From an optimization exercise on the open Yosys and OpenROAD flow, aimed at small area and a short achievable clock period; shortcuts taken in it are not production practice.
In this exercise RTL edits were held to simulation tests only and were not proved equivalent to the original.
The flow treats the clock pin as an ideal source, which a real chip does not have.
Power and IR drop assume default switching activity.

==> design.v <==
module ram_design(input logic clk,
                  input logic en_a, en_b,  
                  input logic [4:0] addr_a, addr_b,
                  input logic [7:0] data_in_a, data_in_b,
                  output logic [7:0] data_out_a, data_out_b
                  );
  logic [31:0][7:0] ram;  
  logic [7:0] hi_a_n, hi_b_n;
  logic [3:0] lr_a_n, lw_a_n, lr_b_n, lw_b_n;
  ram_predec u_pd_a (.addr(addr_a), .en(en_a), .hi_n(hi_a_n), .lr_n(lr_a_n), .lw_n(lw_a_n));
  ram_predec u_pd_b (.addr(addr_b), .en(en_b), .hi_n(hi_b_n), .lr_n(lr_b_n), .lw_n(lw_b_n));
  logic [31:0] rs_a, rs_b, wr_a, wr_b, wr;
  for (genvar i = 0; i < 32; i++) begin : g_sel
    ram_wordsel u_sel (.hi_a_n(hi_a_n[i/4]), .lr_a_n(lr_a_n[i%4]), .lw_a_n(lw_a_n[i%4]),
                       .hi_b_n(hi_b_n[i/4]), .lr_b_n(lr_b_n[i%4]), .lw_b_n(lw_b_n[i%4]),
                       .rs_a(rs_a[i]), .rs_b(rs_b[i]), .wa(wr_a[i]), .wb(wr_b[i]), .w(wr[i]));
  end
  wire [7:0] nd_a = ~data_in_a;
  wire [7:0] nd_b = ~data_in_b;
  logic [31:0][7:0] ram_next;
  for (genvar i = 0; i < 32; i++) begin : g_word
    for (genvar j = 0; j < 8; j++) begin : g_bit
      ram_bitcell u_cell (.q(ram[i][j]), .wa(wr_a[i]), .wb(wr_b[i]), .w(wr[i]),
                          .nda(nd_a[j]), .ndb(nd_b[j]), .d(ram_next[i][j]));
    end
  end
  always_ff @(posedge clk)
    ram <= ram_next;
  logic [7:0] rd_a, rd_b;
  for (genvar j = 0; j < 8; j++) begin : g_rd
    logic [32:0] v;
    for (genvar i = 0; i < 32; i++) begin : g_w
      assign v[i] = ram[i][j];
    end
    assign v[32] = 1'b0;
    ram_rdbit u_rd_a (.s({en_a, rs_a}), .v({data_in_a[j], v[31:0]}), .y(rd_a[j]));
    ram_rdbit u_rd_b (.s({en_b, rs_b}), .v({data_in_b[j], v[31:0]}), .y(rd_b[j]));
  end
  always_ff @(posedge clk) begin
    data_out_a <= rd_a;
    data_out_b <= rd_b;
  end
endmodule
module ram_predec(input logic [4:0] addr,
                  input logic en,
                  output logic [7:0] hi_n,
                  output logic [3:0] lr_n, lw_n);
  always_comb begin
    for (int m = 0; m < 8; m++)
      hi_n[m] = ~(addr[4:2] == m[2:0]);
    for (int k = 0; k < 4; k++) begin
      lr_n[k] = ~((addr[1:0] == k[1:0]) & ~en);
      lw_n[k] = ~((addr[1:0] == k[1:0]) & en);
    end
  end
endmodule
module ram_wordsel(input logic hi_a_n, lr_a_n, lw_a_n, hi_b_n, lr_b_n, lw_b_n,
                   output logic rs_a, rs_b, wa, wb, w);
  assign rs_a = ~(hi_a_n | lr_a_n);
  assign rs_b = ~(hi_b_n | lr_b_n);
  assign wb   = ~(hi_b_n | lw_b_n);
  assign wa   = ~(hi_a_n | lw_a_n | wb);
  assign w    = wa | wb;
endmodule
module ram_bitcell(input logic q, wa, wb, w, nda, ndb,
                   output logic d);
  assign d = ~((wa & nda) | (wb & ndb) | ~(q | w));
endmodule
module ram_rdbit(input logic [32:0] s, v,
                 output logic y);
  logic [10:0] p;
  for (genvar k = 0; k < 11; k++) begin : g_grp
    ram_aoi222 u_grp (.s(s[3*k+2:3*k]), .v(v[3*k+2:3*k]), .y(p[k]));
  end
  assign y = ~&p;
endmodule
module ram_aoi222(input logic [2:0] s, v,
                  output logic y);
  assign y = ~|(s & v);
endmodule
==> flow/run.sh <==
#!/bin/bash
# Own layout flow: the standard flow (standard.sh) with three changes:
#  - Yosys's abc call maps the logic with flow/map.abc (an area-oriented &nf
#    cut mapping) instead of ORFS's abc speed script; registers, names,
#    flattening and renaming are the standard synthesis's;
#  - port buffers are sky130_fd_sc_hd__buf_2 rather than the delay cell
#    buffer_ports picks by default;
#  - CTS uses clkbuf_4/clkbuf_8 and inserts no dummy loads.
# Every tool's output stays in orfs/logs; make's own output goes to
# orfs_make.log.
set -euo pipefail
W=$(pwd)
F=$W/flow
{
  echo "proc abc {args} {"
  echo "  set i [lsearch -exact \$args -script]"
  echo "  if {\$i >= 0} { lset args [expr {\$i + 1}] $F/map.abc }"
  echo "  yosys abc {*}\$args"
  echo "}"
  cat "$W/synth_recipe.tcl"
} > "$W/own_synth.tcl"
sed -e "s|SYNTH_SCRIPT=[^ ]*|SYNTH_SCRIPT=$W/own_synth.tcl|" "$W/standard.sh" > "$W/own_standard.sh"
grep -q "SYNTH_SCRIPT=$W/own_synth.tcl" "$W/own_standard.sh"
bash "$W/own_standard.sh" \
  "BUFFER_PORTS_ARGS=-buffer_cell sky130_fd_sc_hd__buf_2" \
  "CTS_ARGS=-sink_clustering_enable -repair_clock_nets -dont_use_dummy_load -buf_list {sky130_fd_sc_hd__clkbuf_4 sky130_fd_sc_hd__clkbuf_8}" \
  finish > "$W/orfs_make.log" 2>&1
==> flow/map.abc <==
strash
dch -f
&get -n
&nf -R 1000
&put
topo
==> standard.sh <==
#!/bin/bash
# synth_recipe.tcl (not shown) runs the flow's synth.tcl, then flattens the netlist and writes it again
# the make line also repeats each setting of config.mk as NAME=value (left out here)
make -C /OpenROAD-flow-scripts/flow DESIGN_CONFIG=/design/flow/config.mk WORK_HOME=/design/flow/orfs CLKGATE_MAP_FILE= SYNTH_SCRIPT=/design/flow/synth_recipe.tcl "${@:-finish}"
==> config.mk <==
export PLATFORM = sky130hd
export DESIGN_NAME = ram_design
export DESIGN_NICKNAME = ram_design
export VERILOG_FILES = /design/flow/design.v
export SDC_FILE = /design/flow/constraint.sdc
export NUM_CORES = 4
export LEC_CHECK = 0
export CAP_MARGIN = 20
export CORE_MARGIN = 2
export CORE_UTILIZATION = 40
export GPL_TIMING_DRIVEN = 0
export SETUP_SLACK_MARGIN = 1.2
export SLEW_MARGIN = 20
export SYNTH_HIERARCHICAL = 1
export SYNTH_MINIMUM_KEEP_SIZE = 0
==> constraint.sdc <==
create_clock -name core_clock -period 3.0 [get_ports {clk}]
set_input_delay 0.6000 -clock core_clock [delete_from_list [all_inputs] [get_ports {clk}]]
set_output_delay 0.6000 -clock core_clock [all_outputs]
set_load 0.01 [all_outputs]
==> results of run 1 <==
[repair_timing]
| item | in CTS | in global routing |
|---|---|---|
| pin swaps | 66 | 73 |
| hold buffers | 0 | 0 |
| gates resized for setup | 156 | 68 |
| endpoints found under the hold margin | 0 | 0 |
| setup endpoints to repair | 270 | 145 |
| setup buffers | 57 | 31 |
[per-stage QoR]
step           TNS, ns  power (W)  setup slack [ns]  hold WS [ns]
6_report             0     0.0104              1.01         0.299
5_1_grt              0     0.0109              1.03         0.303
4_1_cts              0     0.0103              1.14         0.294
3_5_place_dp    -14.89    0.00739            -0.347         0.485
3_3_place_gp    -14.39    0.00731            -0.224         0.484
2_1_floorplan        0    0.00658             0.965         0.472
[area by class of cell]
class / count / area share (%)
multi-input cells: 948 / 47.3
repair buffers: 135 / 8.50
flip-flops and latches: 272 / 36.1
clock buffers: 48 / 4.38
inverters: 16 / 0.531
well taps: 384 / 3.18
[per-module statistics from Yosys, one instance, submodules excluded]
| module | cells | times used | area [sq um] |
|---|---|---|---|
| ram_design | 288 | 1 | 5510 |
| ram_predec | 18 | 2 | 118 |
| ram_rdbit | 4 | 16 | 22.5 |
| ram_wordsel | 5 | 32 | 22.5 |
| ram_bitcell | 2 | 256 | 12.5 |
| ram_aoi222 | 1 | 176 | 10.0 |
[cells by family after synthesis]
group	count (synthesis)	share of synthesized area [%]
simple gates	484	17.6
buf+inv	16	0.510
flops	272	46.2
compound gates	464	35.7
[Yosys cell counts]
cell type    n  area [sq um]
a221oi_1   256          2240
o22ai_1     32           200
a222oi_1   176          1760
or3b_1       8          70.1
nand4_1     48           300
or3_1        4          25.0
nand3b_1    12          90.1
clkinv_1    16          60.1
nor2_1     372          1400
nand2_1      4          15.0
dfxtp_1    272          5450
nand3_1      4          20.0
nor3_1      32           160
[worst paths after layout]
path	startpoint	endpoint	slack (ns)	depth (start not counted)
setup / recovery	en_b	data_out_b[1]$_DFF_P_	1.01	9
setup reg to reg	ram[175]$_DFF_P_	data_out_a[7]$_DFF_P_	1.22	4
hold / removal	data_in_a[0]	data_out_a[0]$_DFF_P_	0.30	3
hold reg to reg	ram[110]$_DFF_P_	ram[110]$_DFF_P_	0.50	2
[placed cells by master, fill, tap and decap left out, drive strengths merged]
cell | synthesis | final
nand3 | 4 | 4
nand4 | 48 | 48
nor3 | 32 | 32
clkinv | 16 | 16
a221oi | 256 | 256
nand2 | 4 | 4
or3 | 4 | 4
buf | 0 | 135
o22ai | 32 | 32
nand3b | 12 | 12
or3b | 8 | 8
a222oi | 176 | 176
dfxtp | 272 | 272
nor2 | 372 | 372
clkbuf | 0 | 48
[report_power, final]
| group | switching, W | internal, W |
|---|---|---|
| sequential | 0.000972 | 0.00470 |
| clock | 0.00140 | 0.00140 |
| combinational | 0.00110 | 0.000877 |
[sequential cells by signal (all words and copies together) (netlist names)]
name        cells
ram           256
data_out_a      8
data_out_b      8
[per-layer routing]
layer,GRT usage (%),wire length (um),vias to the layer above,part of all wire (%)
met4,17.5,3450,0,6.3
met2,51.0,23300,1193,42
met3,9.70,7590,246,14
met1,44.7,20700,6695,38
met5,0,0,-,0
li1,-,-,5813,-
[worst max-delay path: stages]
cell,delay (ns)
buf_12,0.10
nand3b_1,0.16
buf_4,0.14
buf_8,0.13
nor2_4,0.06
a222oi_1,0.55
nand4_1,0.28
nor2_1,0.19
nand4_1,0.17
==> results.txt, run 1 <==
status no timing/DRC/antenna violations; Rel. slew slack 43.9%; Crit path required time 3.40 ns; largest net degree at the start of global routing 33; WL/cell 30.5 um; share of cells above drive strength 1 25.4%; count of final hold-check violations 0; fin cells 1803; CP Launch Type input pin; # diodes 0; Area Growth Syn to Fin 28.0%; fillcell total 2647; Fmax 0.501 GHz; register bit total from synthesis 272; via count 13.9k; DR DRC count 0; CTS clk-pin slew, worst paths 0.07 ns; worst skew pair latency 0.60 ns; sequential-to-total area share from yosys stat 46.2%; Die H 176 um; Synth Net Count 1265; first-pass iteration count of the detailed router 13; Die W 176 um; Post-Place Cell Area 12800 sq um; GR Util All Layers 34.1%; I/O pin count 45; Unique masters post-synth 13; root buffer cell clkbuf_8; Ys Warns 8; RePlAce Congestion 1.02; FF+latch area 5450 sq um; Design Area, Final 15100 sq um; routed wire length 55100 um; quantity of I/O buffers inserted on ports 44; H-tree depth 2; worst-path fanout max 8; antenna violations before repair 0; final critical-path required period 1.99 ns; Hold Path Class input pin to flop; Clock Sinks 272; vias in the first global route 12.8k; final setup violating endpoints 0; Finished Core Util 52.3%; starting density of the core 40.8%; RSZ-0062 raised after global routing true; Pwr per Cell Area 693 nW/um^2; critical path type input pin to flop; Max-Cap Viols 0; Worst VDD drop 0.266 mV; worst-margin pin slew 0.841 ns; global-route wire length before repair 80000 um; critical path arrival 2.40 ns; DIE AREA 30900 sq um; DP HPWL 33200 um; final antenna-violating net count 0; Core ar. 28900 sq um; Netlist Area Pre-Place 11800 sq um; Layout Skew 0.0641 ns; Iter 0 DRT Violations 3191; # placed instances 1667; Leak 5.31 nW; post-detailed-route via-to-cell ratio 7.74; TritonCTS clock tree done; Final period util 66.5%; Syn Inst Count 1236; Slew Viols, Final 0; GRT overflow 0; num rows 62; # nets final 1450; clk buf depth 3; area of the multi-input gates 7140 sq um; total CTS buffers 48; Worst setup EP type flop; syn avg cell area 9.54 sq um
==> inputs of run 2 (changes only) <==
--- a/design.v
+++ b/design.v
@@ -68,13 +68,14 @@
 endmodule
 module ram_rdbit(input logic [32:0] s, v,
                  output logic y);
-  logic [10:0] p;
-  for (genvar k = 0; k < 11; k++) begin : g_grp
-    ram_aoi222 u_grp (.s(s[3*k+2:3*k]), .v(v[3*k+2:3*k]), .y(p[k]));
+  logic [16:0] p;
+  for (genvar k = 0; k < 16; k++) begin : g_grp
+    ram_aoi22 u_grp (.s(s[2*k+1:2*k]), .v(v[2*k+1:2*k]), .y(p[k]));
   end
+  assign p[16] = ~(s[32] & v[32]);
   assign y = ~&p;
 endmodule
-module ram_aoi222(input logic [2:0] s, v,
-                  output logic y);
+module ram_aoi22(input logic [1:0] s, v,
+                 output logic y);
   assign y = ~|(s & v);
 endmodule
--- a/flow/run.sh
+++ b/flow/run.sh
@@ -23,5 +23,5 @@
 grep -q "SYNTH_SCRIPT=$W/own_synth.tcl" "$W/own_standard.sh"
 bash "$W/own_standard.sh" \
   "BUFFER_PORTS_ARGS=-buffer_cell sky130_fd_sc_hd__buf_2" \
-  "CTS_ARGS=-sink_clustering_enable -repair_clock_nets -dont_use_dummy_load -buf_list {sky130_fd_sc_hd__clkbuf_4 sky130_fd_sc_hd__clkbuf_8}" \
+  "CTS_ARGS=-sink_clustering_enable -repair_clock_nets -dont_use_dummy_load -sink_clustering_size 16 -sink_clustering_max_diameter 80 -buf_list {sky130_fd_sc_hd__clkbuf_4 sky130_fd_sc_hd__clkbuf_8}" \
   finish > "$W/orfs_make.log" 2>&1
==> run 2 against run 1 <==
Still clean; cell area up 0.96%; synthesized cell count is 10% higher; sequential power is 1% higher; via count grew 3.1%; largest power group unchanged; combinational power is 4% higher; synthesized area up 3.6%; fmax rose by 6.0%; register-to-register slack gained 0.29 ns; clock skew hardly changed; wire length rose by 7.1%; largest cell class unchanged; hold slack lost 0.058 ns; non-clock buffer count down 4.
==> results.txt, run 2 <==
status no timing/DRC/antenna violations; Final WS setup 1.12 ns; routed wire length 59000 um; worst r2r src ram[112]$_DFF_P_; area of the multi-input gates 7740 sq um; Crit path required time 3.49 ns; Switch Pwr 0.00343 W; critical path arrival 2.37 ns; Clk pwr share 19.2%; vias in the first global route 12.9k; Area Growth Syn to Fin 24.8%; final critical-path required period 1.88 ns; Post-Place Cell Area 13500 sq um; TritonCTS clock tree done; largest net degree at the start of global routing 33; count of final hold-check violations 0; crit path cell chain buf_2 -> nor2_1 -> nand2_4 -> nor2_2 -> nor3_2 -> a221oi_1; DIE AREA 31900 sq um; CTS clk-pin slew, worst paths 0.10 ns; first-pass iteration count of the detailed router 7; DR DRC count 0; Syn Inst Count 1364; via count 14.4k; # nets final 1548; critical path's largest stage delay 0.50 ns; CP Launch Point addr_b[1]; CP Launch Type input pin; Netlist Area Pre-Place 12200 sq um; RePlAce Congestion 0.958; register bit total from synthesis 272; Core ar. 29900 sq um; Ys Warns 8; post-detailed-route via-to-cell ratio 7.54; top_reg_cell synth dfxtp_1; Rel. slew slack 42.6%; sum of negative setup slack 0 ns; sequential-to-total area share from yosys stat 44.6%; Hold Path Class input pin to flop; Worst Hold Launch data_in_a[1]; Die W 179 um; final antenna-violating net count 0; num rows 63; RSZ-0062 raised after global routing true; Slew Viols, Final 0; Seq pwr share 59.6%; total CTS buffers 21; Design Area, Final 15200 sq um; Regs by FF count ram x256, data_out_a x8, data_out_b x8; Sw Share 35.6%; # placed instances 1815; # diodes 0; FF+latch area 5450 sq um; Die H 179 um; GR Util All Layers 35.7%; Post-synth ARST share 0%; Synth area leader dfxtp_1; Unique masters post-synth 14; syn avg cell area 8.95 sq um; H-tree depth 1; P_int 0.00620 W; Fmax 0.532 GHz; Post-synth top cells 356 x nor2_1, 272 x dfxtp_1, 256 x a221oi_1, 256 x a22oi_1, 64 x nand4_1; top cells by area, synth dfxtp_1 45%, a221oi_1 18%, a22oi_1 16%; GRT overflow 0; WL/cell 30.9 um; Leak 5.22 nW; most frequent cells in the layout 272 x dfxtp_1, 267 x nor2_1, 256 x a221oi_1; dpl ws -0.269 ns; Synth Net Count 1393; fillcell total 2828; share of cells above drive strength 1 23.9%; clk buf depth 3; I/O pin count 45; commonest non-fill, non-tap cell in the layout dfxtp_1; antenna violations before repair 0; most common cell in the synthesized netlist nor2_1; global-route wire length before repair 84400 um; Reg with most FFs ram; fin cells 1907; root buffer cell clkbuf_8; Clock Sinks 272; Iter 0 DRT Violations 2392; Max-Cap Viols 0; critical path type input pin to flop; Pwr per Cell Area 633 nW/um^2; quantity of I/O buffers inserted on ports 44; Largest register FFs 256; worst-margin pin slew 0.860 ns; Post-synth EDFFs 0; Critical-path top delay cell nor2_2; DP HPWL 38100 um; worst skew pair latency 0.59 ns; Layout Skew 0.0641 ns; Final period util 62.7%; share of the synthesized area in the top cell type 44.6%; Worst setup EP type flop; final setup violating endpoints 0; Worst VDD drop 0.417 mV; worst-path fanout max 16; starting density of the core 40.9%; Comb power frac 21.2%
run 2: cell types whose count changed in the layout (fill, tap and decap cells not counted), sizes merged:
cell    delta
or3b       +1
nor2      -16
a22oi    +256
clkbuf    -24
a222oi   -176
nor3      +16
buf        -7
a21oi     +16
nand2     +16
nand4     +16
run 2: power by group through the flow:
stage	sequential (W)	clock, W	combinational [W]
2_1_floorplan	0.00537	0	0.00122
3_3_place_gp	0.00573	0	0.00169
3_5_place_dp	0.00573	0	0.00180
4_1_cts	0.00567	0.00186	0.00189
5_1_grt	0.00584	0.00197	0.00223
6_report	0.00574	0.00185	0.00205
run 2: final cells by class:
class | instances | area share, %
Multi-Input combinational cell | 1077 | 50.8
Timing Repair Buffer | 131 | 7.82
Clock buffer | 21 | 1.90
Sequential cell | 272 | 35.7
Tap cell | 390 | 3.20
Inverter | 16 | 0.526
run 2: final timing paths:
| kind | end | slack [ns] | depth (start not counted) |
|---|---|---|---|
| worst max-delay path | ram[230]$_DFF_P_ | 1.12 | 6 |
| worst min-delay path | data_out_a[1]$_DFF_P_ | 0.24 | 3 |
| worst max register to register | data_out_a[0]$_DFF_P_ | 1.51 | 4 |
| worst min register to register | ram[149]$_DFF_P_ | 0.51 | 2 |
run 2: cell families after synthesis:
kind of cell / after synthesis / synth area share, %
and+or+nand+nor: 516 / 18.5
buffers and inverters: 16 / 0.492
DFF: 272 / 44.6
AOI/OAI and AO/OA: 560 / 36.4
run 2: stage by stage:
step / util, % / hold WS [ns] / power, W
floorplan: - / 0.473 / 0.00659
global placement: 44.0 / 0.491 / 0.00742
detailed placement: 45.1 / 0.488 / 0.00753
CTS: 48.4 / 0.233 / 0.00942
global route: 51.0 / 0.248 / 0.0100
finish: 51.0 / 0.240 / 0.00964
run 2: critical path: cells and delay by family:
family                 cells  cell delay [ns]
AOI/OAI and AO/OA          1             0.34
and+or+nand+nor            4             1.26
buffers and inverters      1             0.15
run 2: per-layer routing:
layer	vias up	track usage (%)	routed length, um
met5	-	0	0
met4	0	16.5	3180
met3	222	6.64	7260
met2	1124	53.7	25300
met1	7007	49.4	23200
li1	6024	-	-
run 2: per-module statistics from Yosys (local to each module, per instance):
module	times used	flip-flops and latches
ram_aoi22	256	0
ram_design	1	272
ram_wordsel	32	0
ram_rdbit	16	0
ram_bitcell	256	0
ram_predec	2	0
run 2: what timing repair did:
action	in CTS	in global routing
setup endpoints to repair	272	217
setup buffers	37	33
resized for setup	96	104
pin swaps	13	23
hold endpoints to repair	0	0
cloned	0	1
hold buffers	0	0
==> inputs of run 3 (changes only) <==
--- a/flow/run.sh
+++ b/flow/run.sh
@@ -5,7 +5,9 @@
 #    flattening and renaming are the standard synthesis's;
 #  - port buffers are sky130_fd_sc_hd__buf_2 rather than the delay cell
 #    buffer_ports picks by default;
-#  - CTS uses clkbuf_4/clkbuf_8 and inserts no dummy loads.
+#  - CTS uses clkbuf_4/clkbuf_8 and inserts no dummy loads;
+#  - after the timing repair of CTS and of global routing, flow/recover.tcl
+#    downsizes cells whose extra drive does not help the worst slack.
 # Every tool's output stays in orfs/logs; make's own output goes to
 # orfs_make.log.
 set -euo pipefail
@@ -24,4 +26,6 @@
 bash "$W/own_standard.sh" \
   "BUFFER_PORTS_ARGS=-buffer_cell sky130_fd_sc_hd__buf_2" \
   "CTS_ARGS=-sink_clustering_enable -repair_clock_nets -dont_use_dummy_load -sink_clustering_size 16 -sink_clustering_max_diameter 80 -buf_list {sky130_fd_sc_hd__clkbuf_4 sky130_fd_sc_hd__clkbuf_8}" \
+  "POST_CTS_TCL=$F/post_cts.tcl" \
+  "PRE_GLOBAL_ROUTE_TCL=$F/pre_grt.tcl" \
   finish > "$W/orfs_make.log" 2>&1
==> flow/post_cts.tcl (new file) <==
# POST_CTS_TCL hook: area recovery on placement parasitics after CTS repair.
source [file join [file dirname [info script]] recover.tcl]
estimate_parasitics -placement
area_recover -placement
==> flow/pre_grt.tcl (new file) <==
# PRE_GLOBAL_ROUTE_TCL hook: global_route.tcl calls recover_power_helper between
# global_route -start_incremental and -end_incremental, after its own repair;
# run the area recovery there instead (on global-route parasitics), so the
# nets it touches are routed again.
source [file join [file dirname [info script]] recover.tcl]
proc recover_power_helper { } {
  estimate_parasitics -global_routing
  area_recover -global_routing
}
==> flow/recover.tcl (new file) <==
# Area recovery: after repair_timing has sized the design, try each
# combinational cell at smaller drive strengths of the same function and keep
# the smallest that leaves the worst setup slack at least the slack before
# recovery (less 5 ps) and the worst hold slack non-negative. Clock-tree cells,
# registers and delay cells are left alone. Parasitics are estimated again
# after every change (parasitics is -placement or -global_routing).
proc area_recover { parasitics } {
  set wns0 [sta::worst_slack -max]
  set hold0 [sta::worst_slack -min]
  set setup_floor [expr {$wns0 - 0.005}]
  set hold_floor [expr {min(0.0, $hold0)}]
  set area0 [rsz::design_area]
  set db [ord::get_db]
  set n 0
  foreach inst [[ord::get_db_block] getInsts] {
    set m [[$inst getMaster] getName]
    if {![regexp {^(sky130_fd_sc_hd__(\w+?))_(\d+)$} $m -> base fn drv]} continue
    if {[regexp {^(df|clk|tap|fill|decap|conb|dly|sdf|edf|lpflow)} $fn]} continue
    if {[$inst isFixed]} continue
    set iname [$inst getName]
    foreach d {0 1 2 4 6 8 12 16} {
      if {$d >= $drv} break
      set cand "${base}_$d"
      if {[$db findMaster $cand] eq "NULL"} continue
      if {[get_lib_cells -quiet $cand] eq ""} continue
      if {[get_property [get_lib_cells $cand] dont_use]} continue
      replace_cell $iname $cand
      estimate_parasitics $parasitics
      if {[sta::worst_slack -max] >= $setup_floor && [sta::worst_slack -min] >= $hold_floor} {
        incr n
        break
      }
      replace_cell $iname $m
      estimate_parasitics $parasitics
    }
  }
  puts "area_recover: resized $n cells down, area [format %.1f [expr {$area0 * 1e12}]] -> [format %.1f [expr {[rsz::design_area] * 1e12}]] um2, setup wns $wns0 -> [sta::worst_slack -max], hold wns $hold0 -> [sta::worst_slack -min]"
}
==> run 3 against run 2 <==
Clock skew grew 0.0060 ns; highest routed layer is now met5; register-to-register slack lost 0.07 ns; combinational power shrank 7%; clock power is essentially flat; sequential share of layout area grew 2.3 points; critical path type unchanged; power shrank 1.5%; largest cell class unchanged; cell count grew 0.37%; first-iteration DRC count shrank 7.9%.
==> results.txt, run 3 <==
Area Growth Syn to Fin 17.2%; Synth area leader dfxtp_1; Rel. slew slack 33.7%; Leak 4.78 nW; Pwr Total 0.00949 W; first-pass iteration count of the detailed router 9; Die W 179 um; GRT overflow 0; syn avg cell area 8.95 sq um; Max-Cap Viols 0; Design Area, Final 14300 sq um; worst skew pair latency 0.59 ns; status no timing/DRC/antenna violations; routed wire length 59000 um; Die H 179 um; Clock Sinks 272; Post-synth EDFFs 0; worst r2r src ram[66]$_DFF_P_; GR Util All Layers 35.6%; RR Endpoint data_out_b[2]$_DFF_P_; grt met1 use 48.5%; post-detailed-route via-to-cell ratio 7.48; CP Launch Type input pin; Hold Path Cell Cnt 3; commonest non-fill, non-tap cell in the layout nor2_1; top_reg_cell synth dfxtp_1; Iter 0 DRT Violations 2204; Fmax 0.501 GHz; share of cells above drive strength 1 16.3%; final setup violating endpoints 0; reg2reg path depth 4; DR DRC count 0; Core ar. 29900 sq um; Ys Warns 8; Slew Viols, Final 0; Hold Path Class input pin to flop; GR Util met3 7.38%; RSZ-0062 raised after global routing true; TritonCTS clock tree done; Most Used Layer, Global Route met2; Layout Skew 0.0701 ns; final antenna-violating net count 0; most frequent cells in the layout 287 x nor2_1, 272 x dfxtp_1, 256 x a221oi_1; Post-Place Cell Area 13500 sq um; sequential-to-total area share from yosys stat 44.6%; sum of negative setup slack 0 ns; CTS clk-pin slew, worst paths 0.10 ns; Final period util 66.6%; Post-synth top cells 356 x nor2_1, 272 x dfxtp_1, 256 x a221oi_1, 256 x a22oi_1, 64 x nand4_1; global-route wire length before repair 84200 um; # placed instances 1815; antenna violations before repair 0; Post-synth ARST share 0%; Synth Net Count 1393; critical path's largest stage delay 0.43 ns; register bit total from synthesis 272; critical path type input pin to flop; # nets final 1555; Critical-path top delay cell a21oi_1; Worst VDD drop 0.410 mV; critical path arrival 2.43 ns; Largest register FFs 256; largest net degree at the start of global routing 33; Worst Hold Launch data_in_a[1]; share of the synthesized area in the top cell type 44.6%; Unique masters post-synth 14; quantity of I/O buffers inserted on ports 44; top cells by area, synth dfxtp_1 45%, a221oi_1 18%, a22oi_1 16%; num rows 63; I/O pin count 45; Finished Core Util 47.9%; Regs by FF count ram x256, data_out_a x8, data_out_b x8; r2r setup slk 1.44 ns; via count 14.3k; worst-margin pin slew 0.994 ns; fillcell total 2995; WL/cell 30.8 um; RePlAce Congestion 0.958; starting density of the core 40.9%; Reg with most FFs ram; Crit path required time 3.43 ns; vias in the first global route 12.9k; Pwr per Cell Area 663 nW/um^2; final critical-path required period 2.00 ns; fin cells 1914; crit path cell chain buf_2 -> or3b_4 -> clkbuf_4 -> nor2_2 -> a22oi_2 -> nand4_1 -> a21oi_1 -> nand2_1; count of final hold-check violations 0; DIE AREA 31900 sq um; # diodes 0; GR Layer Usage met2 53.2%; Worst setup EP type flop; Netlist Area Pre-Place 12200 sq um; Syn Inst Count 1364; worst hold path endpoint data_out_a[1]$_DFF_P_; worst-path fanout max 8; most common cell in the synthesized netlist nor2_1; DP HPWL 38100 um
[run 3: cell types whose count changed in the layout (fill, tap and decap cells not counted), moves of 6 or more]
| cell | delta |
|---|---|
| nor2_4 | -23 |
| buf_4 | -61 |
| o22ai_2 | -10 |
| nor3_2 | +12 |
| buf_12 | -20 |
| a21oi_1 | +6 |
| a22oi_2 | -6 |
| nor3_4 | -14 |
| buf_1 | +75 |
| nor2_1 | +20 |
| a21oi_2 | -6 |
| o22ai_1 | +11 |
| buf_2 | +6 |
| a22oi_1 | +6 |
[run 3: final cells by class]
class | count | area (sq um) | share of cell area [%]
flip-flops and latches | 272 | 5450 | 38.1
well taps | 390 | 488 | 3.41
clock buffers | 21 | 289 | 2.02
repair buffers | 139 | 677 | 4.73
inverters | 16 | 80.1 | 0.560
multi-input cells | 1076 | 7330 | 51.2
[run 3: Yosys stat by module (local to each module, per instance)]
| module | area, sq um | cells | times used |
|---|---|---|---|
| ram_design | 5510 | 288 | 1 |
| ram_predec | 118 | 18 | 2 |
| ram_rdbit | 38.8 | 7 | 16 |
| ram_wordsel | 22.5 | 5 | 32 |
| ram_bitcell | 12.5 | 2 | 256 |
| ram_aoi22 | 7.51 | 1 | 256 |
[run 3: routing by layer]
layer	up-vias	wire (um)
li1	6032	-
met1	7006	23500
met2	1058	25400
met3	217	6800
met4	2	3200
met5	-	77
[run 3: how the worst max path moves through the flow]
| stage | startpoint | cells after the start | to | slack [ns] |
|---|---|---|---|---|
| floorplan | addr_b[1] | 4 | ram[104]$_DFF_P_ | 0.97 |
| global placement | en_b | 5 | ram[207]$_DFF_P_ | -0.39 |
| detailed placement | en_b | 5 | ram[228]$_DFF_P_ | -0.27 |
| global route | addr_a[1] | 9 | data_out_a[0]$_DFF_P_ | 1.07 |
| finish | addr_b[1] | 8 | data_out_b[2]$_DFF_P_ | 1.00 |
[run 3: critical path, delay by kind of cell]
| kind | cells | cell delay, ns |
|---|---|---|
| AND/OR/NAND/NOR | 4 | 0.80 |
| AO/OA/AOI/OAI | 2 | 0.67 |
| buffers and inverters | 2 | 0.37 |
[run 3: cells by family (layout without fill, tap and decap cells)]
logic type | Yosys count | after routing | synth area share (%)
DFF | 272 | 272 | 44.6
AOI/OAI and AO/OA | 560 | 560 | 36.4
and+or+nand+nor | 516 | 516 | 18.5
buffers and inverters | 16 | 176 | 0.492
[run 3: power by group]
part | internal [W] | leakage, nW | switching (W)
clock | 0.000627 | 0.151 | 0.00121
sequential | 0.00469 | 2.29 | 0.00105
combinational | 0.000792 | 2.34 | 0.00111
total | 0.00611 | 4.78 | 0.00338
[run 3: through the flow]
step	setup slack, ns	hold WS [ns]
3_3_place_gp	-0.389	0.491
6_report	1.00	0.280
2_1_floorplan	0.965	0.473
3_5_place_dp	-0.269	0.488
5_1_grt	1.07	0.300
==> inputs of run 4 (changes only) <==
--- a/config.mk
+++ b/config.mk
@@ -9,7 +9,7 @@
 export CORE_MARGIN = 2
 export CORE_UTILIZATION = 40
 export GPL_TIMING_DRIVEN = 0
-export SETUP_SLACK_MARGIN = 1.2
+export SETUP_SLACK_MARGIN = 1.4
 export SLEW_MARGIN = 20
 export SYNTH_HIERARCHICAL = 1
 export SYNTH_MINIMUM_KEEP_SIZE = 0
==> run 4 against run 3 <==
Still clean on timing, DRC and antenna; setup slack improved by 0.16 ns; register-to-register slack about the same; sequential power decreased by 0.7%; first-iteration DRC count is 16% lower; utilization up 2.9 points; critical path depth unchanged; combinational power rose by 5%; critical endpoint is now data_out_b[7]$_DFF_P_.
==> results.txt, run 4 <==
post-detailed-route via-to-cell ratio 7.47; Pwr per Cell Area 629 nW/um^2; Post-synth ARST share 0%; register bit total from synthesis 272; CP Launch Type input pin; Clock Sinks 272; critical path type input pin to flop; Die W 179 um; Design Area, Final 15200 sq um; Hold Path Class input pin to flop; Layout Skew 0.0238 ns; final antenna-violating net count 0; crit path cell chain buf_6 -> or3b_4 -> buf_6 -> nor2_2 -> a22oi_1 -> nand4_1 -> nor3_2 -> nand2_1; Rel. slew slack 33.7%; Largest register FFs 256; Reg with most FFs ram; critical path's largest stage delay 0.39 ns; # diodes 0; Finished Core Util 50.7%; Slew Viols, Final 0; GRT overflow 0; RSZ-0062 raised after global routing true; vias in the first global route 13.3k; final critical-path required period 1.84 ns; sequential-to-total area share from yosys stat 44.6%; quantity of I/O buffers inserted on ports 44; critical path arrival 2.29 ns; via count 14.6k; Seq pwr share 59.8%; Crit path required time 3.46 ns; Ys Warns 8; top cells by area, synth dfxtp_1 45%, a221oi_1 18%, a22oi_1 16%; top_reg_cell synth dfxtp_1; Sw Share 35.6%; RePlAce Congestion 0.979; num rows 63; TritonCTS clock tree done; starting density of the core 40.9%; Clk pwr share 19.2%; GR Util All Layers 36.1%; Switch Pwr 0.00339 W; largest net degree at the start of global routing 33; Core ar. 29900 sq um; Critical-path top delay cell nor3_2; Post-synth EDFFs 0; P_int 0.00614 W; worst-path fanout max 8; Synth Net Count 1393; sum of negative setup slack 0 ns; Netlist Area Pre-Place 12200 sq um; most used cell, CP buf_6; global-route wire length before repair 86100 um; Leak 5.03 nW; # nets final 1599; Worst setup EP type flop; most common cell in the synthesized netlist nor2_1; worst skew pair latency 0.59 ns; Iter 0 DRT Violations 1861; routed wire length 59500 um; Max-Cap Viols 0; first-pass iteration count of the detailed router 8; status no timing/DRC/antenna violations; final setup violating endpoints 0; most frequent cells in the layout 271 x nor2_1, 261 x dfxtp_1, 255 x a221oi_1; count of final hold-check violations 0; WL/cell 30.4 um; DP HPWL 36300 um; Unique masters post-synth 14; Syn Inst Count 1364; Fmax 0.544 GHz; worst-margin pin slew 0.994 ns; share of cells above drive strength 1 21.2%; Die H 179 um; antenna violations before repair 0; Synth area leader dfxtp_1; Comb power frac 21.0%; DIE AREA 31900 sq um; Area Growth Syn to Fin 24.2%; r2r setup slk 1.45 ns; Post-synth top cells 356 x nor2_1, 272 x dfxtp_1, 256 x a221oi_1, 256 x a22oi_1, 64 x nand4_1; CTS clk-pin slew, worst paths 0.10 ns; Final period util 61.3%; DR DRC count 0; share of the synthesized area in the top cell type 44.6%; I/O pin count 45; Post-Place Cell Area 13500 sq um; Regs by FF count ram x256, data_out_a x8, data_out_b x8; syn avg cell area 8.95 sq um; Worst VDD drop 0.498 mV; commonest non-fill, non-tap cell in the layout nor2_1
run 4: cell counts after synthesis:
No cell type changed its count.
run 4: Yosys stat by module, one instance, submodules excluded:
| module | cell area [sq um] | cells inside |
|---|---|---|
| ram_wordsel | 22.5 | 5 |
| ram_bitcell | 12.5 | 2 |
| ram_aoi22 | 7.51 | 1 |
| ram_predec | 118 | 18 |
| ram_design | 5510 | 288 |
| ram_rdbit | 38.8 | 7 |
run 4: final cells by class:
class / count / area, sq um
Sequential cell: 272 / 5460
Tap cell: 390 / 488
Inverter: 16 / 80.1
Fill cell: 2933 / 14700
Multi-Input combinational cell: 1079 / 7790
Timing Repair Buffer: 181 / 1070
Clock buffer: 20 / 275
run 4: routing by layer:
| metal | routed length [um] | global-route usage, % |
|---|---|---|
| met1 | 23500 | 48.0 |
| met2 | 25700 | 54.1 |
| met3 | 6960 | 8.40 |
| met4 | 3400 | 19.7 |
| met5 | 0 | 0 |
run 4: through the flow:
| stage | instances | setup slack (ns) | hold slack (ns) | power [W] |
|---|---|---|---|---|
| floorplan | 1364 | 0.965 | 0.473 | 0.00662 |
| global placement | 1798 | -0.323 | 0.485 | 0.00737 |
| detailed placement | 1804 | -0.308 | 0.486 | 0.00745 |
| global route | 1958 | 1.25 | 0.283 | 0.00993 |
| finish | 1958 | 1.16 | 0.296 | 0.00953 |
run 4: kinds of logic (layout without fill, tap and decap cells):
logic type,after synthesis,after routing,share of synthesized area [%]
AO/OA/AOI/OAI,560,560,36.4
buffers and inverters,16,217,0.492
flip-flops,272,272,44.6
AND/OR/NAND/NOR,516,519,18.5
run 4: final timing paths:
check                                 startpoint  cells after the start                     to
worst max-delay path                   addr_b[0]                      8  data_out_b[7]$_DFF_P_
worst min-delay path                data_in_b[5]                      3  data_out_b[5]$_DFF_P_
worst max register to register  ram[135]$_DFF_P_                      4  data_out_b[7]$_DFF_P_
worst min register to register  ram[174]$_DFF_P_                      2       ram[174]$_DFF_P_
run 4: power groups by stage:
stage               Clock, W  Sequential, W  Combinational [W]
floorplan                  0        0.00537            0.00125
global placement           0        0.00566            0.00171
detailed placement         0        0.00566            0.00179
global route         0.00196        0.00580            0.00217
finish               0.00183        0.00570            0.00200
run 4: worst max-delay path, delay by kind of cell:
kind | cells | cell delay, ns
AO/OA/AOI/OAI | 1 | 0.32
buffers and inverters | 2 | 0.26
AND/OR/NAND/NOR | 5 | 1.11
==> inputs of run 5 (changes only) <==
==> flow/run.sh (replaced) <==
#!/bin/bash
# Own layout flow: the standard flow (standard.sh) with these changes:
#  - Yosys's abc call maps the logic with flow/map.abc (an area-oriented &nf
#    cut mapping) instead of ORFS's abc speed script; registers, names,
#    flattening and renaming are the standard synthesis's;
#  - port buffers are sky130_fd_sc_hd__buf_2 rather than the delay cell
#    buffer_ports picks by default;
#  - CTS uses clkbuf_4/clkbuf_8 and inserts no dummy loads;
#  - after the timing repair of CTS, flow/recover.tcl removes buffers and
#    downsizes cells whose extra drive does not help the worst slack, and
#    after the repair of global routing it downsizes again;
#  - global routing's timing repair aims at a 1.2 ns setup margin rather than
#    config.mk's (which CTS's repair uses).
# Every tool's output stays in orfs/logs; make's own output goes to
# orfs_make.log.
set -euo pipefail
W=$(pwd)
F=$W/flow
{
  echo "proc abc {args} {"
  echo "  set i [lsearch -exact \$args -script]"
  echo "  if {\$i >= 0} { lset args [expr {\$i + 1}] $F/map.abc }"
  echo "  yosys abc {*}\$args"
  echo "}"
  cat "$W/synth_recipe.tcl"
} > "$W/own_synth.tcl"
sed -e "s|SYNTH_SCRIPT=[^ ]*|SYNTH_SCRIPT=$W/own_synth.tcl|" "$W/standard.sh" > "$W/own_standard.sh"
grep -q "SYNTH_SCRIPT=$W/own_synth.tcl" "$W/own_standard.sh"
ARGS=(
  "BUFFER_PORTS_ARGS=-buffer_cell sky130_fd_sc_hd__buf_2"
  "CTS_ARGS=-sink_clustering_enable -repair_clock_nets -dont_use_dummy_load -sink_clustering_size 16 -sink_clustering_max_diameter 80 -buf_list {sky130_fd_sc_hd__clkbuf_4 sky130_fd_sc_hd__clkbuf_8}"
  "POST_CTS_TCL=$F/post_cts.tcl"
  "PRE_GLOBAL_ROUTE_TCL=$F/pre_grt.tcl"
)
# Up to CTS with config.mk's SETUP_SLACK_MARGIN; from global routing on with a
# lower margin (placement parasitics are optimistic, so CTS repair aims higher).
bash "$W/own_standard.sh" "${ARGS[@]}" cts > "$W/orfs_make_cts.log" 2>&1
bash "$W/own_standard.sh" "${ARGS[@]}" SETUP_SLACK_MARGIN=1.2 finish > "$W/orfs_make.log" 2>&1
==> flow/post_cts.tcl (replaced) <==
# POST_CTS_TCL hook: buffer removal and area recovery on placement parasitics
# after the timing repair of CTS.
source [file join [file dirname [info script]] recover.tcl]
estimate_parasitics -placement
buf_remove_pass -placement
area_recover -placement
--- a/flow/recover.tcl
+++ b/flow/recover.tcl
@@ -1,7 +1,8 @@
 # Area recovery: after repair_timing has sized the design, try each
 # combinational cell at smaller drive strengths of the same function and keep
 # the smallest that leaves the worst setup slack at least the slack before
-# recovery (less 5 ps) and the worst hold slack non-negative. Clock-tree cells,
+# recovery (less 5 ps), the worst hold slack non-negative and adds no max
+# slew or max capacitance violation. Clock-tree cells,
 # registers and delay cells are left alone. Parasitics are estimated again
 # after every change (parasitics is -placement or -global_routing).
 proc area_recover { parasitics } {
@@ -9,6 +10,8 @@
   set hold0 [sta::worst_slack -min]
   set setup_floor [expr {$wns0 - 0.005}]
   set hold_floor [expr {min(0.0, $hold0)}]
+  set slew0 [sta::max_slew_violation_count]
+  set cap0 [sta::max_capacitance_violation_count]
   set area0 [rsz::design_area]
   set db [ord::get_db]
   set n 0
@@ -26,7 +29,9 @@
       if {[get_property [get_lib_cells $cand] dont_use]} continue
       replace_cell $iname $cand
       estimate_parasitics $parasitics
-      if {[sta::worst_slack -max] >= $setup_floor && [sta::worst_slack -min] >= $hold_floor} {
+      if {[sta::worst_slack -max] >= $setup_floor && [sta::worst_slack -min] >= $hold_floor
+          && [sta::max_slew_violation_count] <= $slew0
+          && [sta::max_capacitance_violation_count] <= $cap0} {
         incr n
         break
       }
@@ -36,3 +41,49 @@
   }
   puts "area_recover: resized $n cells down, area [format %.1f [expr {$area0 * 1e12}]] -> [format %.1f [expr {[rsz::design_area] * 1e12}]] um2, setup wns $wns0 -> [sta::worst_slack -max], hold wns $hold0 -> [sta::worst_slack -min]"
 }
+
+# Buffer removal: try taking out each buffer between two internal signal nets
+# (its loads move to its input net) and keep the change under the same
+# conditions as area_recover. Used on placement parasitics only, before global
+# routing, since it changes nets.
+proc buf_remove_pass { parasitics } {
+  set wns0 [sta::worst_slack -max]
+  set hold0 [sta::worst_slack -min]
+  set setup_floor [expr {$wns0 - 0.005}]
+  set hold_floor [expr {min(0.0, $hold0)}]
+  set slew0 [sta::max_slew_violation_count]
+  set cap0 [sta::max_capacitance_violation_count]
+  set area0 [rsz::design_area]
+  set block [ord::get_db_block]
+  set n 0
+  foreach inst [$block getInsts] {
+    set m [[$inst getMaster] getName]
+    if {![regexp {^sky130_fd_sc_hd__buf_\d+$} $m]} continue
+    if {[$inst isFixed]} continue
+    set a [$inst findITerm A]
+    set x [$inst findITerm X]
+    set in_net [$a getNet]
+    set out_net [$x getNet]
+    if {$in_net eq "NULL" || $out_net eq "NULL"} continue
+    if {[llength [$in_net getBTerms]] > 0 || [llength [$out_net getBTerms]] > 0} continue
+    if {[$out_net getSigType] eq "CLOCK" || [$in_net getSigType] eq "CLOCK"} continue
+    set loads {}
+    foreach it [$out_net getITerms] {
+      if {$it ne $x} { lappend loads $it }
+    }
+    foreach it $loads { $it disconnect; $it connect $in_net }
+    estimate_parasitics $parasitics
+    if {[sta::worst_slack -max] >= $setup_floor && [sta::worst_slack -min] >= $hold_floor
+        && [sta::max_slew_violation_count] <= $slew0 && [sta::max_capacitance_violation_count] <= $cap0} {
+      $a disconnect
+      $x disconnect
+      odb::dbInst_destroy $inst
+      odb::dbNet_destroy $out_net
+      incr n
+    } else {
+      foreach it $loads { $it disconnect; $it connect $out_net }
+    }
+  }
+  estimate_parasitics $parasitics
+  puts "buf_remove: removed $n buffers, area [format %.1f [expr {$area0 * 1e12}]] -> [format %.1f [expr {[rsz::design_area] * 1e12}]] um2, setup wns $wns0 -> [sta::worst_slack -max], hold wns $hold0 -> [sta::worst_slack -min]"
+}
--- a/config.mk
+++ b/config.mk
@@ -7,7 +7,7 @@
 export LEC_CHECK = 0
 export CAP_MARGIN = 20
 export CORE_MARGIN = 2
-export CORE_UTILIZATION = 40
+export CORE_UTILIZATION = 50
 export GPL_TIMING_DRIVEN = 0
 export SETUP_SLACK_MARGIN = 1.4
 export SLEW_MARGIN = 20
==> run 5 against run 4 <==
Count of clock-buffer cells in the layout did not move; largest cell class unchanged; synthesized cell count unchanged; non-clock buffer count down 97; setup slack worse by 0.051 ns; clock skew up 0.0023 ns; cell area shrank 7.4%; clock power about the same; via count fell by 2.8%; utilization increased by 7.3 points; cell count shrank 8.4%.
==> results.txt, run 5 <==
crit path cell chain buf_4 -> or3b_4 -> buf_6 -> nor2_2 -> a22oi_1 -> nand4_1 -> a21oi_1 -> nand2_1; RSZ-0062 raised after global routing true; Seq pwr share 60.7%; top cells by area, synth dfxtp_1 45%, a221oi_1 18%, a22oi_1 16%; Sw Share 35.5%; GRT overflow 0; final critical-path required period 1.89 ns; Final period util 63.0%; Post-synth EDFFs 0; CP Launch Point addr_a[1]; worst-path fanout max 8; critical path arrival 2.36 ns; WL/cell 32.2 um; Die H 160 um; largest family of logic cells by synthesized area compound AO/OA/AOI/OAI gates; commonest non-fill, non-tap cell in the layout nor2_1; Hold Path Class input pin to flop; Post-synth ARST share 0%; Switch Pwr 0.00334 W; Clock Sinks 272; Leak 4.69 nW; fin cells 1793; starting density of the core 50.5%; antenna violations before repair 0; Finished Core Util 58.0%; Slew Viols, Final 0; mux cell area share after synthesis 0%; # diodes 0; final antenna-violating net count 0; adder-cell share of the synthesized area 0%; worst-margin pin slew 0.973 ns; DP HPWL 37100 um; num rows 57; P_int 0.00607 W; first-pass iteration count of the detailed router 7; CP Launch Type input pin; most frequent cells in the layout 278 x nor2_1, 272 x dfxtp_1, 256 x a221oi_1; final setup violating endpoints 0; quantity of I/O buffers inserted on ports 44; CTS clk-pin slew, worst paths 0.11 ns; Die W 160 um; Fmax 0.529 GHz; share of cells above drive strength 1 15.1%; Synth Net Count 1393; Critical-path top delay cell a21oi_1; area of the multi-input gates 7360 sq um; register bit total from synthesis 272; vias in the first global route 13.3k; DR DRC count 0; Reg with most FFs ram; Post-synth top cells 356 x nor2_1, 272 x dfxtp_1, 256 x a221oi_1, 256 x a22oi_1, 64 x nand4_1; Regs by FF count ram x256, data_out_a x8, data_out_b x8; Largest register FFs 256; share of the synthesized area in the top cell type 44.6%; RePlAce Congestion 0.998; largest net degree at the start of global routing 33; critical path's largest stage delay 0.44 ns; most common cell in the synthesized netlist nor2_1; Worst VDD drop 0.482 mV; post-detailed-route via-to-cell ratio 7.93; Area Growth Syn to Fin 15.0%; # nets final 1500; DIE AREA 25700 sq um; global-route wire length before repair 85100 um; I/O pin count 45; routed wire length 57700 um; Synth area leader dfxtp_1; # placed instances 1749; Core ar. 24200 sq um; Pwr per Cell Area 670 nW/um^2; Comb power frac 20.1%; fillcell total 2284; GR Util All Layers 43.6%; worst skew pair latency 0.59 ns; Clk pwr share 19.2%; count of final hold-check violations 0; Ys Warns 8; FF+latch area 5450 sq um; sum of negative setup slack 0 ns; xor-xnor portion of the synthesized cell area 0%; Worst setup EP type flop; Netlist Area Pre-Place 12200 sq um; Worst Hold Launch data_in_b[6]; compound-cell area share of the yosys netlist 36.4%; syn avg cell area 8.95 sq um; Layout Skew 0.0261 ns; Post-Synth Simple-Gate Area 18.5%; worst r2r src ram[131]$_DFF_P_; critical path type input pin to flop; via count 14.2k; Rel. slew slack 35.1%; Max-Cap Viols 0; Crit path required time 3.47 ns; sequential-to-total area share from yosys stat 44.6%; top_reg_cell synth dfxtp_1; Pwr Total 0.00941 W; Iter 0 DRT Violations 2679; TritonCTS clock tree done; Unique masters post-synth 14; status no timing/DRC/antenna violations; Syn Inst Count 1364
-- run 5: logic make-up (layout without fill, tap and decap cells) --
group | Yosys count | in the layout
AOI/OAI and AO/OA | 560 | 560
buffers and inverters | 16 | 120
DFF | 272 | 272
and+or+nand+nor | 516 | 517
-- run 5: final cells by class --
cell class              count  share of cell area (%)
multi-input cells        1077                    52.5
clock buffers              20                    1.96
well taps                 324                    2.89
repair buffers             84                    3.31
flip-flops and latches    272                    38.8
inverters                  16                   0.571
-- run 5: final timing paths --
kind | endpoint | slack [ns] | cells after the start
max | data_out_a[6]$_DFF_P_ | 1.11 | 8
min | data_out_b[6]$_DFF_P_ | 0.29 | 3
max reg2reg | data_out_b[3]$_DFF_P_ | 1.42 | 4
min reg2reg | ram[250]$_DFF_P_ | 0.51 | 2
-- run 5: critical path: cells and delay by family --
kind | cells | cell delay (ns)
compound gates | 2 | 0.69
buf+inv | 2 | 0.37
simple gates | 4 | 0.69
-- run 5: per-module statistics from Yosys (local to each module, per instance) --
module / flops+latches / copies in the design / cells / cell area [sq um]
ram_rdbit: 0 / 16 / 7 / 38.8
ram_design: 272 / 1 / 288 / 5510
ram_aoi22: 0 / 256 / 1 / 7.51
ram_predec: 0 / 2 / 18 / 118
ram_wordsel: 0 / 32 / 5 / 22.5
ram_bitcell: 0 / 256 / 2 / 12.5
-- run 5: through the flow --
step           hold WS, ns  setup slack, ns  cell area [sq um]
3_5_place_dp         0.492           -0.208              13600
3_3_place_gp         0.488           -0.276              13300
5_1_grt              0.373             1.14              14000
2_1_floorplan        0.473            0.965              12700
6_report             0.295             1.11              14000
-- run 5: routing by layer --
layer	GRT usage [%]	part of all wire [%]	vias up
met1	60.1	37	6862
li1	-	-	5916
met5	0	0	-
met2	62.0	41	1196
met3	10.9	15	249
met4	24.9	6.5	0
-- run 5: power groups by stage --
stage | combinational [W] | clock [W] | sequential (W)
final | 0.00189 | 0.00180 | 0.00571
after global routing | 0.00206 | 0.00192 | 0.00581
after detailed placement | 0.00182 | 0 | 0.00570
after global placement | 0.00170 | 0 | 0.00571
after floorplan | 0.00125 | 0 | 0.00537
==> inputs of run 6 (changes only) <==
--- a/flow/run.sh
+++ b/flow/run.sh
@@ -7,8 +7,9 @@
 #    buffer_ports picks by default;
 #  - CTS uses clkbuf_4/clkbuf_8 and inserts no dummy loads;
 #  - after the timing repair of CTS, flow/recover.tcl removes buffers and
-#    downsizes cells whose extra drive does not help the worst slack, and
-#    after the repair of global routing it downsizes again;
+#    downsizes cells whose extra drive does not help the worst slack, then a
+#    sizing-only repair aiming at 1.5 ns and another downsizing follow; after
+#    the repair of global routing it downsizes again;
 #  - global routing's timing repair aims at a 1.2 ns setup margin rather than
 #    config.mk's (which CTS's repair uses).
 # Every tool's output stays in orfs/logs; make's own output goes to
==> flow/post_cts.tcl (replaced) <==
# POST_CTS_TCL hook: buffer removal and area recovery on placement parasitics
# after the timing repair of CTS, then a sizing-only repair (legalized again)
# and area recovery.
source [file join [file dirname [info script]] recover.tcl]
estimate_parasitics -placement
buf_remove_pass -placement
area_recover -placement
repair_timing -setup -sequence sizeup,swap -setup_margin 1.5
detailed_placement
check_placement
estimate_parasitics -placement
area_recover -placement
==> run 6 against run 5 <==
Setup slack worse by 0.0067 ns; die area unchanged; hold slack better by 0.0096 ns; cell area about the same; wire length up 1.1%; global-route usage up 0.52 points; sequential cell count unchanged; synthesized cell count unchanged; via count down 0.18%; largest cell class unchanged.
==> results.txt, run 6 <==
final setup violating endpoints 0; crit path buf inv count 2; starting density of the core 50.5%; WL/cell 32.5 um; TritonCTS clock tree done; count of final hold-check violations 0; via count 14.2k; CP Launch Type input pin; routed wire length 58300 um; Largest register FFs 256; Netlist Area Pre-Place 12200 sq um; RR Endpoint data_out_b[3]$_DFF_P_; post-detailed-route via-to-cell ratio 7.92; worst-path fanout max 8; DP HPWL 37100 um; worst r2r src ram[131]$_DFF_P_; Post-synth EDFFs 0; worst skew pair latency 0.59 ns; worst-margin pin slew 1.05 ns; Clock Sinks 272; Regs by FF count ram x256, data_out_a x8, data_out_b x8; largest net degree at the start of global routing 33; Hold Slack 0.304 ns; Max-Cap Viols 0; I/O pin count 45; Syn Inst Count 1364; Layout Skew 0.0300 ns; register bit total from synthesis 272; Worst setup EP type flop; # nets final 1500; reg2reg path depth 4; Synth Net Count 1393; Synth area leader dfxtp_1; first-pass iteration count of the detailed router 7; Critical-path top delay cell nor3_2; Reg with most FFs ram; num rows 57; Leak 4.70 nW; critical path type input pin to flop; RSZ-0062 raised after global routing true; # placed instances 1749; most common cell in the synthesized netlist nor2_1; antenna violations before repair 1; Rel. slew slack 29.7%; commonest non-fill, non-tap cell in the layout nor2_1; Unique masters post-synth 14; Die H 160 um; worst hold path endpoint data_out_b[6]$_DFF_P_; CP delay by family, top simple AND/OR/NAND/NOR gates; CTS clk-pin slew, worst paths 0.11 ns; Die W 160 um; Slew Viols, Final 0; critical path's largest stage delay 0.36 ns; share of cells above drive strength 1 15.1%; top_reg_cell synth dfxtp_1; DIE AREA 25700 sq um; Area Growth Syn to Fin 14.9%; vias in the first global route 13.5k; Worst Hold Launch data_in_b[6]; Worst VDD drop 0.480 mV; sequential-to-total area share from yosys stat 44.6%; Hold Path Cell Cnt 3; critical path arrival 2.34 ns; syn avg cell area 8.95 sq um; share of the synthesized area in the top cell type 44.6%; r2r setup slk 1.35 ns; Ys Warns 8; Iter 0 DRT Violations 2714; crit path cell chain buf_6 -> or3b_4 -> buf_4 -> nor2_4 -> a22oi_1 -> nand4_1 -> nor3_2 -> nand2_1; Post-synth ARST share 0%; Post-synth top cells 356 x nor2_1, 272 x dfxtp_1, 256 x a221oi_1, 256 x a22oi_1, 64 x nand4_1; Final period util 63.2%; final antenna-violating net count 0; GRT overflow 0; # diodes 0; quantity of I/O buffers inserted on ports 44; Core ar. 24200 sq um; DR DRC count 0; Crit path required time 3.44 ns; GR Util All Layers 44.1%; most frequent cells in the layout 279 x nor2_1, 271 x dfxtp_1, 256 x a221oi_1; top cells by area, synth dfxtp_1 45%, a221oi_1 18%, a22oi_1 16%; fin cells 1793; global-route wire length before repair 86100 um; Pwr per Cell Area 673 nW/um^2; status no timing/DRC/antenna violations; Hold Path Class input pin to flop; RePlAce Congestion 0.998; final critical-path required period 1.90 ns; Fmax 0.527 GHz
==> run 6: cell counts after synthesis <==
Identical to the previous run, type by type.
==> run 6: logic make-up (layout without fill, tap and decap cells) <==
logic type             Yosys count  after routing  synth area share (%)
AO/OA/AOI/OAI                  560            560                  36.4
flip-flops                     272            272                  44.6
AND/OR/NAND/NOR                516            517                  18.5
buffers and inverters           16            120                 0.492
==> run 6: how the worst max path moves through the flow <==
stage	from	endpoint	slack (ns)	depth (start not counted)
final	addr_b[0]	data_out_b[3]$_DFF_P_	1.10	8
after global routing	addr_b[2]	data_out_b[2]$_DFF_P_	1.12	7
after floorplan	addr_b[1]	ram[104]$_DFF_P_	0.97	4
after detailed placement	en_a	ram[115]$_DFF_P_	-0.21	4
after global placement	en_b	ram[146]$_DFF_P_	-0.28	5
==> run 6: per-layer routing <==
layer,wire length [um],vias to the layer above,track usage [%]
met3,7970,258,11.7
met4,3860,0,25.7
li1,-,5913,-
met5,0,-,0
met1,22200,6868,59.7
met2,24300,1158,63.5
==> run 6: per-stage QoR <==
step / total power, W / cell area (sq um) / util, % / setup slack [ns] / setup TNS, ns
finish: 0.00944 / 14000 / 58.0 / 1.10 / 0
global route: 0.00980 / 14000 / 58.0 / 1.12 / 0
detailed placement: 0.00752 / 13600 / 56.4 / -0.208 / -18.41
global placement: 0.00741 / 13300 / 55.0 / -0.276 / -25.26
floorplan: 0.00662 / 12700 / - / 0.965 / 0
==> run 6: Yosys stat by module, one instance, submodules excluded <==
module	cells inside	flip-flops and latches	times used	area (sq um)
ram_aoi22	1	0	256	7.51
ram_wordsel	5	0	32	22.5
ram_design	288	272	1	5510
ram_bitcell	2	0	256	12.5
ram_predec	18	0	2	118
ram_rdbit	7	0	16	38.8
==> run 6: power by group <==
group	leakage [nW]	internal, W	switching (W)
sequential	2.29	0.00469	0.00104
clock	0.144	0.000601	0.00121
combinational	2.26	0.000781	0.00112
==> run 6: tightest hold or removal path, delay by kind of cell <==
family                 cells  cell delay (ns)
AND/OR/NAND/NOR            1             0.07
AO/OA/AOI/OAI              1             0.08
buffers and inverters      1             0.12
==> run 6: cell type report <==
class / count / area (sq um)
repair buffers: 84 / 527
inverters: 16 / 78.8
fillers: 2350 / 10100
clock buffers: 20 / 275
flip-flops and latches: 272 / 5450
well taps: 324 / 405
multi-input cells: 1077 / 7300
==> inputs of run 7 (changes only) <==
--- a/flow/run.sh
+++ b/flow/run.sh
@@ -9,7 +9,8 @@
 #  - after the timing repair of CTS, flow/recover.tcl removes buffers and
 #    downsizes cells whose extra drive does not help the worst slack, then a
 #    sizing-only repair aiming at 1.5 ns and another downsizing follow; after
-#    the repair of global routing it downsizes again;
+#    the repair of global routing, a sizing-only repair and a downsizing run
+#    again;
 #  - global routing's timing repair aims at a 1.2 ns setup margin rather than
 #    config.mk's (which CTS's repair uses).
 # Every tool's output stays in orfs/logs; make's own output goes to
==> flow/pre_grt.tcl (replaced) <==
# PRE_GLOBAL_ROUTE_TCL hook: global_route.tcl calls recover_power_helper between
# global_route -start_incremental and -end_incremental, after its own repair.
# Run instead: a sizing-only repair aiming higher (outside the incremental
# session, as global_route.tcl runs its repair), then, in a new incremental
# session that global_route.tcl closes, legalization and area recovery on
# global-route parasitics.
source [file join [file dirname [info script]] recover.tcl]
proc recover_power_helper { } {
  global_route -end_incremental
  estimate_parasitics -global_routing
  repair_timing -setup -sequence sizeup,swap -setup_margin 1.5
  global_route -start_incremental
  detailed_placement
  estimate_parasitics -global_routing
  area_recover -global_routing
}
==> run 7 against run 6 <==
Clock skew grew 0.0022 ns; synthesized cell count did not move; still clean on timing, DRC and antenna; critical path depth stayed put; sequential share of layout area fell by 1.5 points; sequential cell count unchanged; count of clock-buffer cells in the layout is the same; highest routed layer unchanged; die area unchanged; cell area rose by 4.1%; register-to-register slack better by 0.11 ns; sequential power about the same; hold slack better by 0.0025 ns; largest cell class unchanged.
==> results.txt, run 7 <==
status no timing/DRC/antenna violations; global-route wire length before repair 86100 um; DP HPWL 37100 um; TritonCTS clock tree done; share of the synthesized area in the top cell type 44.6%; Pwr per Cell Area 653 nW/um^2; Post-synth top cells 356 x nor2_1, 272 x dfxtp_1, 256 x a221oi_1, 256 x a22oi_1, 64 x nand4_1; Max-Cap Viols 0; Synth Net Count 1393; RePlAce Congestion 0.998; critical path arrival 2.23 ns; top cells by area, synth dfxtp_1 45%, a221oi_1 18%, a22oi_1 16%; top_reg_cell synth dfxtp_1; # nets final 1500; Worst VDD drop 0.484 mV; worst skew pair latency 0.60 ns; GR Util All Layers 44.1%; vias in the first global route 13.5k; Crit path required time 3.46 ns; most frequent cells in the layout 268 x dfxtp_1, 261 x nor2_1, 251 x a221oi_1; largest net degree at the start of global routing 33; Clk pwr share 19.0%; DIE AREA 25700 sq um; Sw Share 36.0%; count of final hold-check violations 0; Die H 160 um; fillcell total 2285; CP Launch Type input pin; num rows 57; Largest register FFs 256; sequential-to-total area share from yosys stat 44.6%; Synth area leader dfxtp_1; Comb power frac 20.7%; Regs by FF count ram x256, data_out_a x8, data_out_b x8; most common cell in the synthesized netlist nor2_1; Layout Skew 0.0322 ns; antenna violations before repair 2; quantity of I/O buffers inserted on ports 44; syn avg cell area 8.95 sq um; Post-synth EDFFs 0; commonest non-fill, non-tap cell in the layout dfxtp_1; Die W 160 um; Clock Sinks 272; Final WS setup 1.22 ns; P_int 0.00610 W; Post-Place Cell Area 13600 sq um; Post-synth ARST share 0%; WL/cell 32.7 um; Reg with most FFs ram; Core ar. 24200 sq um; I/O pin count 45; worst-path fanout max 16; Worst setup EP type flop; Switch Pwr 0.00343 W; Finished Core Util 60.4%; RSZ-0062 raised after global routing true; worst-margin pin slew 1.21 ns; Unique masters post-synth 14; Design Area, Final 14600 sq um; critical path type input pin to flop; area of the multi-input gates 7810 sq um; Final period util 59.2%; CTS clk-pin slew, worst paths 0.11 ns; Syn Inst Count 1364; starting density of the core 50.5%; register bit total from synthesis 272; final antenna-violating net count 0; Seq pwr share 60.3%; routed wire length 58700 um; dpl ws -0.208 ns; Ys Warns 8; share of cells above drive strength 1 19.5%; Slew Viols, Final 0; final critical-path required period 1.78 ns; post-detailed-route via-to-cell ratio 7.95; Leak 4.82 nW; final setup violating endpoints 0; DR DRC count 0; FF+latch area 5450 sq um; Rel. slew slack 19.0%; Hold Path Class input pin to flop; Fmax 0.563 GHz; Area Growth Syn to Fin 19.6%; via count 14.3k; Iter 0 DRT Violations 2942; first-pass iteration count of the detailed router 10; GRT overflow 0; Netlist Area Pre-Place 12200 sq um
==> run 7: per-stage QoR <==
step / hold slack (ns) / total power [W] / TNS, ns / std cells
after global placement: 0.488 / 0.00741 / -25.26 / 1732
final: 0.307 / 0.00953 / 0 / 1794
after floorplan: 0.473 / 0.00662 / 0 / 1364
after detailed placement: 0.492 / 0.00752 / -18.41 / 1749
after global routing: 0.348 / 0.00989 / 0 / 1793
==> run 7: power groups by stage <==
stage	Combinational [W]	Clock, W	Sequential (W)
floorplan	0.00125	0	0.00537
global placement	0.00170	0	0.00571
detailed placement	0.00182	0	0.00570
global route	0.00213	0.00192	0.00585
finish	0.00197	0.00181	0.00575
==> run 7: cell families after synthesis <==
logic type | share of synthesized area, %
AOI/OAI and AO/OA | 36.4
buffers and inverters | 0.492
DFF | 44.6
and+or+nand+nor | 18.5
==> run 7: final timing paths <==
path                                               to              from  depth (start not counted)  slack, ns
worst max-delay path            data_out_b[4]$_DFF_P_              en_b                          8       1.22
worst min-delay path            data_out_b[6]$_DFF_P_      data_in_b[6]                          3       0.31
worst max register to register  data_out_b[3]$_DFF_P_  ram[115]$_DFF_P_                          4       1.46
worst min register to register       ram[239]$_DFF_P_  ram[239]$_DFF_P_                          2       0.52
==> run 7: area by class of cell <==
cell class	count	share of cell area, %
Clock buffer	20	1.89
Antenna cell	1	0.0171
Timing Repair Buffer	84	4.05
Sequential cell	272	37.3
Inverter	16	0.437
Tap cell	324	2.78
Multi-Input combinational cell	1077	53.5
==> run 7: worst max-delay path, stage by stage <==
cell     delay [ns]
buf_12         0.13
or3_4          0.29
buf_4          0.19
nor2_4         0.06
a22oi_1        0.25
nand4_1        0.17
a21oi_1        0.38
nand2_1        0.15
==> run 7: modules after synthesis, one instance, submodules excluded <==
module | flip-flops and latches | cells inside | area, sq um
ram_design | 272 | 288 | 5510
ram_predec | 0 | 18 | 118
ram_rdbit | 0 | 7 | 38.8
ram_wordsel | 0 | 5 | 22.5
ram_bitcell | 0 | 2 | 12.5
ram_aoi22 | 0 | 1 | 7.51
==> run 7: metal layers <==
| layer | share of wire [%] | vias up | track usage [%] |
|---|---|---|---|
| met1 | 37 | 6871 | 59.7 |
| met3 | 14 | 249 | 11.7 |
| li1 | - | 5936 | - |
| met4 | 6.1 | 0 | 25.7 |
| met2 | 42 | 1212 | 63.5 |
| met5 | 0 | - | 0 |

-- port drivers added, routing unchanged --
How much do the figures lean on ideal ports? The routed layouts below were timed once more, with nothing changed but the port constraints.
Step 1 (the two cells are an assumption about what drives the block):
set clk [get_ports {clk}]
set_driving_cell -lib_cell sky130_fd_sc_hd__clkbuf_16 $clk
set_driving_cell -lib_cell sky130_fd_sc_hd__buf_2 [delete_from_list [all_inputs] $clk]
Step 2 times the ports against the registers' clock, not the clock port: input delays grow and output delays shrink by t, the midpoint of the rising clock arrivals with the driver on.
Slacks: no drivers / after step 1 / after step 2; pairs: no drivers / after step 1.
run | t (ns) | slack for setup (ns) | worst slew at a driven data input, ns | cell pins on the clock port's net
run 1 | 0.611 | 1.005 / 0.989 / 0.378 | 0.07 | 1
run 2 | 0.607 | 1.119 / 1.140 / 0.533 | 0.06 | 1
run 3 | 0.609 | 1.003 / 1.029 / 0.420 | 0.05 | 1
run 4 | 0.620 | 1.162 / 1.104 / 0.484 | 0.15 | 1
run 5 | 0.632 | 1.110 / 1.134 / 0.502 | 0.05 | 1
run 6 | 0.633 | 1.104 / 1.106 / 0.474 | 0.07 | 1
run 7 | 0.631 | 1.223 / 1.208 / 0.577 | 0.07 | 1
After both steps setup and hold are still met in every run listed. The setup slack of run 4, which loses most, moves by -0.058 ns with the drivers and by -0.678 ns with both steps.
